Source: an optimization exercise on an open RTL-to-GDS flow (aim: small area and a short achievable clock period). Production flows keep margins and buffers that such runs may drop. No functional check of the RTL was part of this run. The clock cells of this run come from the design's own scripts or RTL, not from TritonCTS. The flow treats the clock pin as an ideal source. Dropping or thinning the clock tree relies on that and would not hold on a real chip. Power is estimated from default activity; no workload was simulated.

--- design/flow/config.mk ---
export PLATFORM = sky130hd
export DESIGN_NAME = alu4_top
export DESIGN_NICKNAME = alu4_top
export VERILOG_FILES = /design/flow/design.v
export SDC_FILE = /design/flow/constraint.sdc
export NUM_CORES = 4
export LEC_CHECK = 0
export CAP_MARGIN = 20
export CORE_MARGIN = 2
export CORE_UTILIZATION = 20
export SLEW_MARGIN = 20
export SYNTH_HIERARCHICAL = 1
export SYNTH_MINIMUM_KEEP_SIZE = 0
--- design/flow/constraint.sdc ---
create_clock -name core_clock -period 5.0 [get_ports {clk}]
set_input_delay 1.0000 -clock core_clock [delete_from_list [all_inputs] [get_ports {clk}]]
set_output_delay 1.0000 -clock core_clock [all_outputs]
set_load 0.01 [all_outputs]
--- design/flow/design.v ---
module alu4_top (
  input  wire        clk,
  input  wire [13:0] i,
  output wire [7:0]  o
);
  reg  [13:0] a_q;
  reg  [7:0]  y_q;
  wire [7:0]  y_c;
  alu4 u_alu4 (
    .i_0_(a_q[0]),
    .i_1_(a_q[1]),
    .i_2_(a_q[2]),
    .i_3_(a_q[3]),
    .i_4_(a_q[4]),
    .i_5_(a_q[5]),
    .i_6_(a_q[6]),
    .i_7_(a_q[7]),
    .i_8_(a_q[8]),
    .i_9_(a_q[9]),
    .i_10_(a_q[10]),
    .i_11_(a_q[11]),
    .i_12_(a_q[12]),
    .i_13_(a_q[13]),
    .o_0_(y_c[0]),
    .o_1_(y_c[1]),
    .o_2_(y_c[2]),
    .o_3_(y_c[3]),
    .o_4_(y_c[4]),
    .o_5_(y_c[5]),
    .o_6_(y_c[6]),
    .o_7_(y_c[7])
  );
  always @(posedge clk) begin
    a_q <= i;
    y_q <= y_c;
  end
  assign o = y_q;
endmodule

module alu4 (
	i_9_, i_10_, i_7_, i_8_, i_5_, i_6_, i_3_, i_13_,
	i_4_, i_12_, i_1_, i_11_, i_2_, i_0_, o_1_, o_2_, o_0_, o_7_,
	o_5_, o_6_, o_3_, o_4_);
input i_9_;
input i_10_;
input i_7_;
input i_8_;
input i_5_;
input i_6_;
input i_3_;
input i_13_;
input i_4_;
input i_12_;
input i_1_;
input i_11_;
input i_2_;
input i_0_;
output o_1_;
output o_2_;
output o_0_;
output o_7_;
output o_5_;
output o_6_;
output o_3_;
output o_4_;
wire new_n23;
wire new_n24;
wire new_n25;
wire new_n26;
wire new_n27;
wire new_n28;
wire new_n29;
wire new_n30;
wire new_n31;
wire new_n32;
wire new_n34;
wire new_n35;
wire new_n36;
wire new_n37;
wire new_n38;
wire new_n39;
wire new_n40;
wire new_n41;
wire new_n42;
wire new_n43;
wire new_n44;
wire new_n45;
wire new_n46;
wire new_n47;
wire new_n48;
wire new_n49;
wire new_n50;
wire new_n51;
wire new_n52;
wire new_n53;
wire new_n54;
wire new_n55;
wire new_n58;
wire new_n59;
wire new_n60;
wire new_n61;
wire new_n62;
wire new_n63;
wire new_n64;
wire new_n65;
wire new_n66;
wire new_n67;
wire new_n68;
wire new_n69;
wire new_n71;
wire new_n72;
wire new_n74;
wire new_n76;
  g_inv g00 (.A(i_4_), .Y(new_n23));
  g_nor2 g01 (.A(i_13_), .B(new_n23), .Y(new_n24));
  g_inv g02 (.A(i_9_), .Y(new_n25));
  g_o21ai g03 (.A1(i_10_), .A2(i_8_), .B1(i_3_), .Y(new_n26));
  g_a21oi g04 (.A1(new_n25), .A2(i_8_), .B1(new_n26), .Y(new_n27));
  g_inv g05 (.A(new_n27), .Y(new_n28));
  g_inv g06 (.A(i_11_), .Y(new_n29));
  g_a21oi g07 (.A1(i_8_), .A2(i_12_), .B1(i_3_), .Y(new_n30));
  g_o21ai g08 (.A1(i_8_), .A2(new_n29), .B1(new_n30), .Y(new_n31));
  g_nand2 g09 (.A(new_n28), .B(new_n31), .Y(new_n32));
  g_xor2 g10 (.A(new_n24), .B(new_n32), .X(o_1_));
  g_inv g11 (.A(i_7_), .Y(new_n34));
  g_inv g12 (.A(i_10_), .Y(new_n35));
  g_nand2 g13 (.A(new_n35), .B(new_n34), .Y(new_n36));
  g_o211ai g14 (.A1(i_9_), .A2(new_n34), .B1(i_2_), .C1(new_n36), .Y(new_n37));
  g_inv g15 (.A(new_n37), .Y(new_n38));
  g_a21oi g16 (.A1(i_6_), .A2(i_12_), .B1(i_1_), .Y(new_n39));
  g_o21ai g17 (.A1(i_6_), .A2(new_n29), .B1(new_n39), .Y(new_n40));
  g_a21oi g18 (.A1(i_7_), .A2(i_12_), .B1(i_2_), .Y(new_n41));
  g_o21ai g19 (.A1(i_7_), .A2(new_n29), .B1(new_n41), .Y(new_n42));
  g_and2 g20 (.A(new_n40), .B(new_n42), .X(new_n43));
  g_o21ai g21 (.A1(new_n31), .A2(new_n38), .B1(new_n43), .Y(new_n44));
  g_inv g22 (.A(i_6_), .Y(new_n45));
  g_nand2 g23 (.A(new_n35), .B(new_n45), .Y(new_n46));
  g_o211ai g24 (.A1(i_9_), .A2(new_n45), .B1(i_1_), .C1(new_n46), .Y(new_n47));
  g_inv g25 (.A(new_n47), .Y(new_n48));
  g_inv g26 (.A(i_0_), .Y(new_n49));
  g_nor2 g27 (.A(i_10_), .B(i_5_), .Y(new_n50));
  g_and2 g28 (.A(new_n25), .B(i_5_), .X(new_n51));
  g_nor3 g29 (.A(new_n49), .B(new_n50), .C(new_n51), .Y(new_n52));
  g_nor2 g30 (.A(new_n48), .B(new_n52), .Y(new_n53));
  g_a21oi g31 (.A1(i_5_), .A2(i_12_), .B1(i_0_), .Y(new_n54));
  g_o21ai g32 (.A1(i_5_), .A2(new_n29), .B1(new_n54), .Y(new_n55));
  g_a21boi g33 (.A1(new_n44), .A2(new_n53), .B1_N(new_n55), .Y(o_2_));
  g_nand3 g34 (.A(new_n53), .B(new_n28), .C(new_n37), .Y(o_0_));
  g_inv g35 (.A(new_n52), .Y(new_n58));
  g_nand2 g36 (.A(new_n58), .B(new_n55), .Y(new_n59));
  g_a21oi g37 (.A1(new_n31), .A2(new_n23), .B1(new_n27), .Y(new_n60));
  g_inv g38 (.A(new_n60), .Y(new_n61));
  g_nand2 g39 (.A(new_n61), .B(new_n43), .Y(new_n62));
  g_inv g40 (.A(i_13_), .Y(new_n63));
  g_a21oi g41 (.A1(new_n38), .A2(new_n40), .B1(new_n48), .Y(new_n64));
  g_nand3 g42 (.A(new_n62), .B(new_n63), .C(new_n64), .Y(new_n65));
  g_xor2 g43 (.A(new_n59), .B(new_n65), .X(new_n66));
  g_nand2 g44 (.A(new_n47), .B(new_n40), .Y(new_n67));
  g_nand2 g45 (.A(new_n61), .B(new_n42), .Y(new_n68));
  g_nand3 g46 (.A(new_n68), .B(new_n63), .C(new_n37), .Y(new_n69));
  g_xnor2 g47 (.A(new_n67), .B(new_n69), .Y(o_5_));
  g_nand2 g48 (.A(new_n37), .B(new_n42), .Y(new_n71));
  g_nand2 g49 (.A(new_n60), .B(new_n63), .Y(new_n72));
  g_xnor2 g50 (.A(new_n71), .B(new_n72), .Y(o_6_));
  g_nand3 g51 (.A(o_5_), .B(o_1_), .C(o_6_), .Y(new_n74));
  g_nor2 g52 (.A(new_n66), .B(new_n74), .Y(o_7_));
  g_nand3 g53 (.A(new_n62), .B(new_n58), .C(new_n64), .Y(new_n76));
  g_nand2 g54 (.A(new_n76), .B(new_n55), .Y(o_3_));
  g_inv g55 (.A(new_n66), .Y(o_4_));
endmodule
module g_a21boi (A1, A2, B1_N, Y);
  input A1;
  input A2;
  input B1_N;
  output Y;
  assign Y = (~A1&B1_N) | (~A2&B1_N);
endmodule
module g_a21oi (A1, A2, B1, Y);
  input A1;
  input A2;
  input B1;
  output Y;
  assign Y = (~A1&~B1) | (~A2&~B1);
endmodule
module g_and2 (A, B, X);
  input A;
  input B;
  output X;
  assign X = (A&B);
endmodule
module g_inv (A, Y);
  input A;
  output Y;
  assign Y = (~A);
endmodule
module g_nand2 (A, B, Y);
  input A;
  input B;
  output Y;
  assign Y = (~A) | (~B);
endmodule
module g_nand3 (A, B, C, Y);
  input A;
  input B;
  input C;
  output Y;
  assign Y = (~A) | (~B) | (~C);
endmodule
module g_nor2 (A, B, Y);
  input A;
  input B;
  output Y;
  assign Y = (~A&~B);
endmodule
module g_nor3 (A, B, C, Y);
  input A;
  input B;
  input C;
  output Y;
  assign Y = (~A&~B&~C);
endmodule
module g_o211ai (A1, A2, B1, C1, Y);
  input A1;
  input A2;
  input B1;
  input C1;
  output Y;
  assign Y = (~A1&~A2) | (~B1) | (~C1);
endmodule
module g_o21ai (A1, A2, B1, Y);
  input A1;
  input A2;
  input B1;
  output Y;
  assign Y = (~A1&~A2) | (~B1);
endmodule
module g_xnor2 (A, B, Y);
  input A;
  input B;
  output Y;
  assign Y = (~A&~B) | (A&B);
endmodule
module g_xor2 (A, B, X);
  input A;
  input B;
  output X;
  assign X = (A&~B) | (~A&B);
endmodule
--- design/flow/flow/run.sh ---
#!/bin/bash
# Standard ORFS layout with buf_1 port buffers, except clock tree synthesis:
# the clock reaches all registers through a single clock buffer (clk_tree.tcl).
set -e
export BUFFER_PORTS_ARGS="-buffer_cell sky130_fd_sc_hd__buf_1"
bash standard.sh place > standard_place.log 2>&1
RES=$(pwd)/orfs/results/$FLOW_PLATFORM/alu4_top/base
export RES
openroad -no_init -exit flow/clk_tree.tcl > clk_tree.log 2>&1
bash standard.sh > standard_finish.log 2>&1
--- design/flow/flow/clk_tree.tcl ---
# Clock tree: one clkbuf_16 between the clock port and every register clock pin,
# placed at the centre of the registers, then legalised.
set plat $::env(FLOW_HOME)/platforms/$::env(FLOW_PLATFORM)
read_liberty $plat/lib/sky130_fd_sc_hd__tt_025C_1v80.lib
read_db $::env(RES)/3_place.odb
read_sdc $::env(RES)/3_place.sdc
set block [ord::get_db_block]
set clknet [$block findNet clk]
set master [[ord::get_db] findMaster sky130_fd_sc_hd__clkbuf_16]
set buf [odb::dbInst_create $block $master clkbuf_root]
set leaf [odb::dbNet_create $block clknet_root]
$leaf setSigType CLOCK
$clknet setSigType CLOCK
set sx 0; set sy 0; set n 0
foreach it [$clknet getITerms] {
  set inst [$it getInst]
  set loc [$inst getLocation]
  set sx [expr {$sx + [lindex $loc 0]}]; set sy [expr {$sy + [lindex $loc 1]}]; incr n
  set mt [$it getMTerm]
  $it disconnect
  $it connect $leaf
}
puts "moved $n clock sinks to clknet_root"
[$buf findITerm A] connect $clknet
[$buf findITerm X] connect $leaf
$buf setLocation [expr {$sx / $n}] [expr {$sy / $n}]
$buf setPlacementStatus PLACED
global_connect
set_propagated_clock [all_clocks]
detailed_placement
check_placement -verbose
source $plat/setRC.tcl
estimate_parasitics -placement
report_clock_skew
report_checks -path_delay min_max
write_db $::env(RES)/4_1_cts.odb
write_sdc -no_timestamp $::env(RES)/4_cts.sdc
--- design/flow/standard.sh ---
#!/bin/bash
# synth_recipe.tcl (not shown) runs the flow's synth.tcl, then flattens the netlist and writes it again
# the make line also repeats each setting of config.mk as NAME=value (left out here)
make -C /OpenROAD-flow-scripts/flow DESIGN_CONFIG=/design/flow/config.mk WORK_HOME=/design/flow/orfs CLKGATE_MAP_FILE= SYNTH_SCRIPT=/design/flow/synth_recipe.tcl "${@:-finish}"
==> impl_metrics.ini <==
[grt]
grt_max_degree = 23
grt_pass1_vias = 505
grt_use_total_pct = 5.75
overflow = 0
antenna_found_initial = 0
grt_pass1_wl_um = 2060

[timing]
fmaxAchievable_mhz = 622
finalCriticalPeriod_ns = 1.61
finalMaxSlewViolations = 0
slew_headroom_pct = 81.5
setup_viol = 0
rsz0062_at_grt = false
finalSetupTns_ns = 0
final-hold-violation-count = 0
fin_crit_sh_pct = 32.1
tightest_slew_ns = 0.276
skew_ns = 0.00263
whs_ns = 0.556

[yosys]
synthMuxAreaShare_pct = 0
synth-adder-area-share_pct = 0
syn_area_um2 = 756
yosys.area_share.simple_pct = 13.2
syn_area_per_cell_um2 = 9.69
netlist_instances = 78
synthXorXnorAreaFrac_pct = 4.64
synth_cell_types = 13
synth_warnings = 7
synth_fp_nets = 93
synth_compound_area_share_pct = 16.9
synth_seq_cells = 22
yosysSeqAreaShare_pct = 58.3
synth_top_family_by_area = compound AO/OA/AOI/OAI gates

[floorplanning]
placement_rows = 22
num_io_pins = 23
start_util_pct = 20.8
die_h_um = 65.5
dieArea_um2 = 4290
core-area_um2 = 3630
dieWidth_um = 65.5

[drt]
avgRoutedWirePerCell_um = 8.62
via_per_inst = 3.70
drtIter0Drc = 28
ant_nets = 0
drc = 0
wl_um = 1290
drtPass1Iterations = 4
vias = 552

[clock_tree]
worstSkewPairLatency_ns = 0.15
clk_pin_slew_ns = 0.08

[final_layout]
fillers = 413
antenna_cells = 0
fin_nets = 118
area_growth_pct = 22.2
final_cell_mix = 22 x dfxtp_1, 22 x buf_1, 14 x inv_1, 10 x nand2_1, 7 x a21oi_2
drive_gt1_share_pct = 11.9

[setup_path]
critPathBufInv = 1
crit_path_end_kind = primary output
crit_type = reg -> out
cpPeakStageDelay_ns = 0.32
crit_path_max_fanout = 1
worst_ep_arrival_time_ns = 0.61
crit_slowest_cell = dfxtp_1
setup.worst_path.start_class = flop
worstPathRequired_ns = 4.00
cp_cell_sequence = buf_1
cpLargestDelayFamily = flip-flops

[outcome]
outcome = timing/DRC/antenna clean

[power_and_ir_drop]
cellLeakagePower_uw = 0.000396
peakVddDrop_uv = 148
cellPowerDensity_nw_per_um2 = 347

[placed_design]
gp_congestion = 0.716
hpwl_um = 1100
io_buffers = 22

[flow_run]
drv_cap = 0

[min_path]
hold_path.class = reg -> reg
Yosys stat by module (local to each module, per instance), a selection:
| module | copies in the design | area, um^2 | cells |
|---|---|---|---|
| g_nand2 | 10 | 3.75 | 1 |
| g_inv | 14 | 3.75 | 1 |
| g_nor3 | 1 | 10.0 | 1 |
| g_o211ai | 2 | 12.5 | 1 |
| g_a21boi | 1 | 11.3 | 1 |
| g_and2 | 2 | 6.26 | 1 |
| g_nand3 | 5 | 5.00 | 1 |
per-layer routing:
metal / vias up / GRT usage (%) / wire length, um
met4: 0 / 0.521 / 12
met5: - / 0 / 0
met3: 2 / 1.03 / 112
li1: 291 / - / -
met2: 24 / 10.6 / 554
met1: 235 / 7.21 / 605
final cells by class:
type	count	area [um^2]	share of cell area, %
sequential	22	440	47.7
buffer	1	25.0	2.71
multi-input combinational	42	263	28.5
timing repair buffer	22	82.6	8.94
tap	48	60.1	6.50
inverter	14	52.6	5.69
sequential cells by signal, summed over array words and instances (netlist names):
register and flops:
y_q 8, a_q 14
kinds of logic after synthesis:
logic type,after synthesis
AOI/OAI and AO/OA,16
and+or+nand+nor,22
xor gates and xnor gates,4
DFF,22
buffers and inverters,14
path summary, 6_finish.rpt:
kind         startpoint  cells after the start  slack [ns]      to
max reg2reg     a_q[12]                      9        3.46  y_q[7]
min reg2reg     a_q[13]                      2        0.56  y_q[1]
min             a_q[13]                      2        0.56  y_q[1]
max              y_q[0]                      1        3.39    o[0]
through the flow:
| stage | utilization (%) | setup WS [ns] | power (uW) | std cells | area, um^2 |
|---|---|---|---|---|---|
| after global placement | 24.7 | 3.56 | 247 | 148 | 898 |
| after detailed placement | 24.7 | 3.47 | 249 | 148 | 898 |
| after global routing | 25.4 | 3.31 | 338 | 149 | 923 |
| final | 25.4 | 3.39 | 321 | 149 | 923 |
| after floorplan | - | 3.67 | 232 | 78 | 756 |
synthesized netlist by cell type:
master | instances | share of area [%]
nand2_1 | 10 | 5.0
xor2_1 | 2 | 2.3
dfxtp_1 | 22 | 58
nand3_1 | 5 | 3.3
nor2_1 | 4 | 2.0
xnor2_1 | 2 | 2.3
inv_1 | 14 | 7.0
and2_1 | 2 | 1.7
o21ai_1 | 6 | 4.0
a21oi_2 | 7 | 8.1
o211ai_2 | 2 | 3.3
a21boi_2 | 1 | 1.5
nor3_2 | 1 | 1.3
power breakdown:
group	total (uW)	internal (uW)	leakage, uW	switching (uW)
clock network	77.1	36.4	0.0000123	40.7
logic	46.2	18.6	0.000198	27.6
registers	198	191	0.000185	6.98
total	321	246	0.000396	75.3

-- what the ideal ports hide --
The results above use ideal ports. As a check the final layout listed here was re-extracted and re-timed, cells and wires unchanged.
Step 1 (the two cells are an assumption about what drives the block):
set clk [get_ports {clk}]
set_driving_cell -lib_cell sky130_fd_sc_hd__clkbuf_16 $clk
set_driving_cell -lib_cell sky130_fd_sc_hd__buf_2 [delete_from_list [all_inputs] $clk]
Step 2, shift: input delay + t, output delay - t, t = (earliest + latest rising clock arrival at the registers) / 2. This alone moves slack from input paths to output paths.
Three values: no drivers, after step 1, after step 2; two values: the first two.
shift t [ns]: 0.174
slack for setup (ns): 3.393 / 3.363 / 3.461
cell pins on the clock port's net: 1
After both steps setup and hold are still met in this run. For this run, drivers alone change the setup slack by -0.030 ns; drivers and shift together by +0.068 ns.
